What follows belongs to an exercise in optimizing a design on an open flow for small area; a production flow would make more cautious choices. The RTL was checked by simulation tests, not by an equivalence proof against the original design. Power figures rest on the tool's default switching activity, not on a simulated workload.

### design/flow/config.mk
export PLATFORM = sky130hd
export DESIGN_NAME = testpattern
export DESIGN_NICKNAME = testpattern
export VERILOG_FILES = /design/flow/design.v
export SDC_FILE = /design/flow/constraint.sdc
export NUM_CORES = 8
export LEC_CHECK = 0
export CAP_MARGIN = 20
export CORE_MARGIN = 2
export CORE_UTILIZATION = 40
export SLEW_MARGIN = 20
### design/flow/constraint.sdc
create_clock -name core_clock -period 6.7 [get_ports {I_pxl_clk}]
set_input_delay 1.3400 -clock core_clock [delete_from_list [all_inputs] [get_ports {I_pxl_clk}]]
set_output_delay 1.3400 -clock core_clock [all_outputs]
set_load 0.01 [all_outputs]
### design/flow/design.v
module testpattern
(
	input              I_pxl_clk   , 
    input              I_rst_n     , 
    input      [2:0]   I_mode      , 
    input      [7:0]   I_single_r  ,
    input      [7:0]   I_single_g  ,
    input      [7:0]   I_single_b  ,
    input      [11:0]  I_h_total   , 
    input      [11:0]  I_h_sync    , 
    input      [11:0]  I_h_bporch  , 
    input      [11:0]  I_h_res     , 
    input      [11:0]  I_v_total   , 
    input      [11:0]  I_v_sync    , 
    input      [11:0]  I_v_bporch  , 
    input      [11:0]  I_v_res     , 
    input              I_hs_pol    , 
    input              I_vs_pol    , 
    output             O_de        ,   
    output reg         O_hs        , 
    output reg         O_vs        , 
    output     [7:0]   O_data_r    ,    
    output     [7:0]   O_data_g    ,
    output     [7:0]   O_data_b    
); 
localparam N = 5;  
localparam	WHITE	= {8'd255 , 8'd255 , 8'd255 }; 
localparam	YELLOW	= {8'd0   , 8'd255 , 8'd255 };
localparam	CYAN	= {8'd255 , 8'd255 , 8'd0   };
localparam	GREEN	= {8'd0   , 8'd255 , 8'd0   };
localparam	MAGENTA	= {8'd255 , 8'd0   , 8'd255 };
localparam	RED		= {8'd0   , 8'd0   , 8'd255 };
localparam	BLUE	= {8'd255 , 8'd0   , 8'd0   };
localparam	BLACK	= {8'd0   , 8'd0   , 8'd0   };
reg  [11:0]   V_cnt     ;
reg  [11:0]   H_cnt     ;
wire          Pout_de_w    ;                          
wire          Pout_hs_w    ;
wire          Pout_vs_w    ;
reg  [N-1:0]  Pout_de_dn   ;                          
reg  [N-1:0]  Pout_hs_dn   ;
reg  [N-1:0]  Pout_vs_dn   ;
wire 		  De_pos;
wire 		  De_neg;
wire 		  Vs_pos;
reg  [11:0]   De_vcnt     ;
reg  [11:0]   De_hcnt     ;
reg  [11:0]   De_hcnt_d1  ;
reg  [11:0]   De_hcnt_d2  ;
reg  [11:0]   Color_trig_num; 
reg           Color_trig    ;
reg  [3:0]    Color_cnt     ;
reg  [23:0]   Color_bar     ;
reg           Net_h_trig;
reg           Net_v_trig;
wire [1:0]    Net_pos   ;
reg  [23:0]   Net_grid  ;
reg  [23:0]   Gray;
reg  [23:0]   Gray_d1;
wire [23:0]   Single_color;
wire [23:0]   Data_sel;
reg  [23:0]   Data_tmp ;
always@(posedge I_pxl_clk or negedge I_rst_n)
begin
	if(!I_rst_n)
		V_cnt <= 12'd0;
	else     
		begin
			if((V_cnt >= (I_v_total-1'b1)) && (H_cnt >= (I_h_total-1'b1)))
				V_cnt <= 12'd0;
			else if(H_cnt >= (I_h_total-1'b1))
				V_cnt <=  V_cnt + 1'b1;
			else
				V_cnt <= V_cnt;
		end
end
always @(posedge I_pxl_clk or negedge I_rst_n)
begin
	if(!I_rst_n)
		H_cnt <=  12'd0; 
	else if(H_cnt >= (I_h_total-1'b1))
		H_cnt <=  12'd0 ; 
	else 
		H_cnt <=  H_cnt + 1'b1 ;           
end
assign  Pout_de_w = ((H_cnt>=(I_h_sync+I_h_bporch))&(H_cnt<=(I_h_sync+I_h_bporch+I_h_res-1'b1)))&
                    ((V_cnt>=(I_v_sync+I_v_bporch))&(V_cnt<=(I_v_sync+I_v_bporch+I_v_res-1'b1))) ;
assign  Pout_hs_w =  ~((H_cnt>=12'd0) & (H_cnt<=(I_h_sync-1'b1))) ;
assign  Pout_vs_w =  ~((V_cnt>=12'd0) & (V_cnt<=(I_v_sync-1'b1))) ;  
always@(posedge I_pxl_clk or negedge I_rst_n)
begin
	if(!I_rst_n)
		begin
			Pout_de_dn  <= {N{1'b0}};                          
			Pout_hs_dn  <= {N{1'b1}};
			Pout_vs_dn  <= {N{1'b1}}; 
		end
	else 
		begin
			Pout_de_dn  <= {Pout_de_dn[N-2:0],Pout_de_w};                          
			Pout_hs_dn  <= {Pout_hs_dn[N-2:0],Pout_hs_w};
			Pout_vs_dn  <= {Pout_vs_dn[N-2:0],Pout_vs_w}; 
		end
end
assign O_de = Pout_de_dn[4]; 
always@(posedge I_pxl_clk or negedge I_rst_n)
begin
	if(!I_rst_n)
		begin                        
			O_hs  <= 1'b1;
			O_vs  <= 1'b1; 
		end
	else 
		begin                         
			O_hs  <= I_hs_pol ? ~Pout_hs_dn[3] : Pout_hs_dn[3] ;
			O_vs  <= I_vs_pol ? ~Pout_vs_dn[3] : Pout_vs_dn[3] ;
		end
end
assign De_pos	= !Pout_de_dn[1] & Pout_de_dn[0];  
assign De_neg	= Pout_de_dn[1] && !Pout_de_dn[0]; 
assign Vs_pos	= !Pout_vs_dn[1] && Pout_vs_dn[0]; 
always @(posedge I_pxl_clk or negedge I_rst_n)
begin
	if(!I_rst_n)
		De_hcnt <= 12'd0;
	else if (De_pos == 1'b1)
		De_hcnt <= 12'd0;
	else if (Pout_de_dn[1] == 1'b1)
		De_hcnt <= De_hcnt + 1'b1;
	else
		De_hcnt <= De_hcnt;
end
always @(posedge I_pxl_clk or negedge I_rst_n)
begin
	if(!I_rst_n) 
		De_vcnt <= 12'd0;
	else if (Vs_pos == 1'b1)
		De_vcnt <= 12'd0;
	else if (De_neg == 1'b1)
		De_vcnt <= De_vcnt + 1'b1;
	else
		De_vcnt <= De_vcnt;
end
always @(posedge I_pxl_clk or negedge I_rst_n)
begin
	if(!I_rst_n)
		Color_trig_num <= 12'd0;
	else if (Pout_de_dn[1] == 1'b0)
		Color_trig_num <= I_h_res[11:3];  
	else if ((Color_trig == 1'b1) && (Pout_de_dn[1] == 1'b1))
		Color_trig_num <= Color_trig_num + I_h_res[11:3];
	else
		Color_trig_num <= Color_trig_num;
end
always @(posedge I_pxl_clk or negedge I_rst_n)
begin
	if(!I_rst_n)
		Color_trig <= 1'b0;
	else if (De_hcnt == (Color_trig_num-1'b1)) 
		Color_trig <= 1'b1;
	else
		Color_trig <= 1'b0;
end
always @(posedge I_pxl_clk or negedge I_rst_n)
begin
	if(!I_rst_n)
		Color_cnt <= 3'd0;
	else if (Pout_de_dn[1] == 1'b0)
		Color_cnt <= 3'd0;
	else if ((Color_trig == 1'b1) && (Pout_de_dn[1] == 1'b1))
		Color_cnt <= Color_cnt + 1'b1;
	else
		Color_cnt <= Color_cnt;
end
always @(posedge I_pxl_clk or negedge I_rst_n)
begin
	if(!I_rst_n)
		Color_bar <= 24'd0;
	else if(Pout_de_dn[2] == 1'b1)
		case(Color_cnt)
			3'd0	:	Color_bar	<=	WHITE  ;
			3'd1	:	Color_bar	<=	YELLOW ;
			3'd2	:	Color_bar	<=	CYAN   ;
			3'd3	:	Color_bar	<=	GREEN  ;
			3'd4	:	Color_bar	<=	MAGENTA;
			3'd5	:	Color_bar	<=	RED    ;
			3'd6	:	Color_bar	<=	BLUE   ;
			3'd7	:	Color_bar	<=	BLACK  ;
			default	:	Color_bar	<=	BLACK  ;
		endcase
	else
		Color_bar	<=	BLACK  ;
end
always @(posedge I_pxl_clk or negedge I_rst_n)
begin
	if(!I_rst_n)
		Net_h_trig <= 1'b0;
	else if (((De_hcnt[4:0] == 5'd0) || (De_hcnt == (I_h_res-1'b1))) && (Pout_de_dn[1] == 1'b1))
		Net_h_trig <= 1'b1;
	else
		Net_h_trig <= 1'b0;
end
always @(posedge I_pxl_clk or negedge I_rst_n)
begin
	if(!I_rst_n)
		Net_v_trig <= 1'b0;
	else if (((De_vcnt[4:0] == 5'd0) || (De_vcnt == (I_v_res-1'b1))) && (Pout_de_dn[1] == 1'b1))
		Net_v_trig <= 1'b1;
	else
		Net_v_trig <= 1'b0;
end
assign Net_pos = {Net_v_trig,Net_h_trig};
always @(posedge I_pxl_clk or negedge I_rst_n)
begin
	if(!I_rst_n)
		Net_grid <= 24'd0;
	else if(Pout_de_dn[2] == 1'b1)
		case(Net_pos)
			2'b00	:	Net_grid	<=	BLACK  ;
			2'b01	:	Net_grid	<=	RED    ;
			2'b10	:	Net_grid	<=	RED    ;
			2'b11	:	Net_grid	<=	RED    ;
			default	:	Net_grid	<=	BLACK  ;
		endcase
	else
		Net_grid	<=	BLACK  ;
end
always @(posedge I_pxl_clk or negedge I_rst_n)
begin
	if(!I_rst_n)
		Gray <= 24'd0;
	else
		Gray <= {De_hcnt[7:0],De_hcnt[7:0],De_hcnt[7:0]};
end
always @(posedge I_pxl_clk or negedge I_rst_n)
begin
	if(!I_rst_n)
		Gray_d1 <= 24'd0;
	else
		Gray_d1 <= Gray;
end
assign Single_color = {I_single_b,I_single_g,I_single_r};
assign Data_sel = (I_mode[2:0] == 3'b000) ? Color_bar		: 
                  (I_mode[2:0] == 3'b001) ? Net_grid 		: 
                  (I_mode[2:0] == 3'b010) ? Gray_d1    		: 
				  (I_mode[2:0] == 3'b011) ? Single_color	: BLUE;
always @(posedge I_pxl_clk or negedge I_rst_n)
begin
	if(!I_rst_n) 
		Data_tmp <= 24'd0;
	else
		Data_tmp <= Data_sel;
end
assign O_data_r = Data_tmp[ 7: 0];
assign O_data_g = Data_tmp[15: 8];
assign O_data_b = Data_tmp[23:16];
endmodule       
### design/flow/run.sh
#!/bin/bash
# synth_recipe.tcl (not shown) runs the flow's synth.tcl, then flattens the netlist and writes it again
# the make line also repeats each setting of config.mk as NAME=value (left out here)
make -C /OpenROAD-flow-scripts/flow DESIGN_CONFIG=/design/flow/config.mk WORK_HOME=/design/flow/orfs CLKGATE_MAP_FILE= SYNTH_SCRIPT=/design/flow/synth_recipe.tcl finish
==> results_dict.tcl <==
set metrics [dict create \
    io_pins 154 \
    wire_per_inst_um 15.02 \
    multi_input_area_um2 7705 \
    yosysTopAreaCell "dfrtp_1" \
    relSlewSlack 0.3518 \
    power_frac_clock 0.312 \
    grt_max_degree 73 \
    p_leak_nw 6.382 \
    fin_util 0.4971 \
    worst-path-buf-inv 2 \
    fin_crit_ps 6153 \
    setup_viol 0 \
    drv_slew 0 \
    synth_area_leaders "dfrtp_1 26%, ha_1 18%, xnor2_1 6.9%" \
    vias 9613 \
    worst_path_most_repeated_cell "ha_1" \
    row_count 61 \
    fin_nets 1750 \
    synth_top_family_by_area "adder cells" \
    cts.sinks 126 \
    hold_buffers 0 \
    slowest_delay_ps 470 \
    gp_congestion 0.8270 \
    start_kind "input port" \
    netlist_instances 1319 \
    critPathKind "in -> reg" \
    drive_above_1_share 0.04564 \
    die_y_um 172.6 \
    cp_max_fo 4 \
    power.internal_mw 1.923 \
    synth_xor_xnor_area_share 0.1232 \
    ir_drop_mv 0.1677 \
    cp.arrival_ps 6470 \
    whs_ps 344.6 \
    synthArstFlopShare 1.000 \
    crit_slowest_cell "clkdlybuf4s50_1" \
    firstDrtPassIters 5 \
    grt_pass1_wl_mm 45.87 \
    cts_repair_resize_count 0 \
    muxShareOfSynthArea 0.02057 \
    tightest_slew_ps 967.8 \
    ys_warn_count 1 \
    postRouteWirelength_mm 27.72 \
    combPwrFrac 0.391 \
    clock_latency_ps 420 \
    tns_ps 0 \
    synth_compound_area_frac 0.1548 \
    fmax_mhz 162.5 \
    cp_top_family "adder cells" \
    p_switching_mw 1.065 \
    tritoncts "done" \
    synthAdderAreaFrac 0.1943 \
    place_worst_setup_slack_ps 139.6 \
    clkTransAtPathRegs_ps 60 \
    die_w_um 172.6 \
    status "finished clean" \
    synth_sequential_area_ratio 0.2783 \
    fp.coreArea_um2 27860 \
    cts_max_level 4 \
    dpl.hpwl_mm 21.57 \
    clockRootBuffer "clkbuf_16" \
    clockBufferDepth 2 \
    fin_ws_ps 547.0 \
    grt_pass1_vias 9154 \
    io_buffer_count 153 \
    postCtsSetupRepairBufs 0 \
    start_util 0.4083 \
    drc_errors 0 \
    p_per_area_nw_per_um2 215.7 \
    area_delta_synth_final_pct 21.76 \
    synth_edf_count 0 \
    die_area_um2 29800 \
    finalHoldViolCount 0 \
    avgSynthCellArea_um2 8.623 \
    synth_area_um2 11370 \
    overflow 0 \
    crit_required_ps 7020 \
    max-cap-violations 0 \
    end_kind "flop" \
    drtIter0Drc 543 \
    synth_top_area_share 0.2552 \
    switching_share 0.3563 \
    antenna_found_initial 0 \
    ys.flop_type "dfrtp_1" \
    rsz0062_at_grt "false" \
    syn_nets 1614 \
    netlist-cell-type-count 60 \
    post-route-period-util 0.9184 \
    synthSimpleGateAreaFrac 0.1846 \
    worstPathCellList "clkdlybuf4s50_1 -> ha_1 -> fa_1 -> a21oi_1 -> o211ai_1 -> or4_1 -> a31o_2 -> a21oi_1 -> xor2_1 -> ha_1 -> inv_1 -> ha_1 -> and2_1 -> o21ai_0 -> o31ai_1 -> nor2_1 -> xor2_1 -> ha_1 -> nand4_1 -> or2_2 -> o21ai_0 -> o21ai_0 -> a311oi_1" \
    fillers 2645 \
    antenna_left 0 \
    seq_power_share 0.297 \
    seq_area_um2 3166 \
    hold_class "reg -> reg" \
    cts_made_buffers 17 \
    worst_clock_skew_ps 10.03 \
    drt-vias-per-instance 5.207 \
    grt_use_total 0.1859 \
    ys_seq_elements 126 \
    antenna_cells 0 \
]
-- worst reg2reg max path, stage by stage, from the launching register on --
cell and delay [ps]:
dfrtp_1 400, inv_1 240, ha_1 290, nand2b_1 140, a21o_1 170, a21o_1 170, a211oi_1 210, o21ai_0 120
o211ai_1 90, a31oi_1 360, nor2b_1 700, a22o_1 270
-- Yosys cell counts, types with 4 or more instances --
| cell type | number |
|---|---|
| xnor2_1 | 89 |
| o21ai_0 | 80 |
| and3_1 | 22 |
| nand3_1 | 29 |
| inv_1 | 92 |
| a211oi_1 | 6 |
| or2_2 | 10 |
| dfstp_2 | 10 |
| or3_1 | 12 |
| clkbuf_1 | 35 |
| a21o_1 | 31 |
| dfrtp_1 | 116 |
| a22o_1 | 11 |
| o211ai_1 | 6 |
| ha_1 | 163 |
| nor3_1 | 33 |
| nand2_1 | 68 |
| xor2_1 | 71 |
| nand2b_1 | 22 |
| or4_1 | 7 |
| nor4_1 | 12 |
| nor2b_1 | 31 |
| mux2i_1 | 20 |
| o21a_1 | 5 |
| a31oi_1 | 12 |
| maj3_1 | 7 |
| a2111oi_0 | 7 |
| nor2_1 | 112 |
| nand4_1 | 24 |
| a21oi_1 | 104 |
| and2_1 | 13 |
| o31ai_1 | 5 |
| buf_1 | 4 |
| fa_1 | 5 |
-- through the flow --
step                      instance area [um^2]  cells  total power, mW
final                                    13850   1846            2.988
after global routing                     13850   1846            3.229
after CTS                                13850   1846            3.015
after detailed placement                 13250   1814            2.063
after global placement                   13250   1814            2.039
after floorplan                          11370   1319            1.703
-- cells in the final DEF, fill, tap and decap left out, types with 4 or more instances in the layout --
master,count
ha_1,163
o211ai_1,6
nand4_1,24
nor2_1,112
a21o_1,31
buf_4,4
and3_1,22
dfrtp_1,116
nor4_1,12
a31oi_1,12
or2_2,10
dfstp_2,10
xor2_1,71
and2_1,13
o21a_1,5
a21oi_1,104
a22o_1,11
maj3_1,7
or4_1,7
inv_6,5
a2111oi_0,7
clkdlybuf4s50_1,152
o21ai_0,80
or3_1,12
inv_1,92
nor3_1,33
nand2b_1,22
xnor2_1,89
nand3_1,29
nand2_1,68
a211oi_1,6
mux2i_1,20
o31ai_1,5
nor2b_1,31
fa_1,5
clkbuf_16,17
-- kinds of logic after synthesis --
family,after synthesis
AO/OA/AOI/OAI,292
AND/OR/NAND/NOR,411
buffers and inverters,132
multiplexers,23
flip-flops,126
XOR/XNOR,160
adder cells (fa/ha/maj),175
-- final cells by class --
type,count,share of cell area
Sequential cell,126,0.2286
Clock buffer,18,0.03171
Clock inverter,14,0.01138
Multi-Input combinational cell,1061,0.5564
Tap cell,378,0.03415
Inverter,92,0.02494
Timing Repair Buffer,157,0.1128
-- flip-flops by register name, indices dropped and copies added, names as in the netlist, 4 cells and up --
| signal | flops |
|---|---|
| Pout_hs_dn | 4 |
| Color_trig_num | 12 |
| De_vcnt | 12 |
| Pout_vs_dn | 4 |
| Gray_d1 | 8 |
| Color_cnt | 4 |
| V_cnt | 12 |
| Data_tmp | 24 |
| Pout_de_dn | 5 |
| De_hcnt | 12 |
| H_cnt | 12 |
| Gray | 8 |
-- final timing paths --
check                                      from                            end  slack [ps]  depth (start not counted)
min in group asynchronous               I_rst_n  Color_trig_num[2]$_DFFE_PN0P_         910                          1
min reg2reg                  Gray[20]$_DFF_PN0_          Gray_d1[20]$_DFF_PN0_         340                          0
max in group asynchronous               I_rst_n          Data_tmp[5]$_DFF_PN0_        4610                          2
max                                 I_v_sync[0]        Pout_de_dn[0]$_DFF_PN0_         550                         23
max reg2reg                V_cnt[0]$_DFFE_PN0P_           V_cnt[3]$_DFFE_PN0P_        3490                         11
min                          Gray[20]$_DFF_PN0_          Gray_d1[20]$_DFF_PN0_         340                          0
-- power by group through the flow --
stage | Sequential [mW] | Clock (mW) | Combinational, mW
2_1_floorplan | 0.867 | 0 | 0.836
6_report | 0.888 | 0.932 | 1.17
5_1_grt | 0.896 | 0.988 | 1.35
3_5_place_dp | 0.902 | 0 | 1.16
4_1_cts | 0.889 | 0.955 | 1.17
3_3_place_gp | 0.902 | 0 | 1.14
-- per-layer routing --
metal	up-vias	GRT usage	routed length, um
met3	20	0.02682	1115
met1	4440	0.2546	13760
met4	0	0.04701	317
met2	220	0.3081	12530
met5	-	0	0
li1	4933	-	-

==> port drivers added, routing unchanged <==
The results above use ideal ports. As a check the final layout listed here was re-extracted and re-timed, cells and wires unchanged.
Step 1 sets driving cells, clkbuf_16 on the clock port and buf_2 on the other inputs (assumed; they add their load-dependent delay and slew).
Step 2, shift: input delay + t, output delay - t, t = (earliest + latest rising clock arrival at the registers) / 2. This alone moves slack from input paths to output paths.
Three values: ideal, step 1, step 2; two values: the first two.
t (ns): 0.464
setup WS [ns]: 0.547 / 0.571 / 0.108
worst hold slack (ns): 0.345 / 0.345 / 0.345
pins driven straight from the clock port: 1
After both steps setup and hold are still met in this run. The setup slack of this run moves by +0.024 ns with the drivers and by -0.439 ns with both steps.
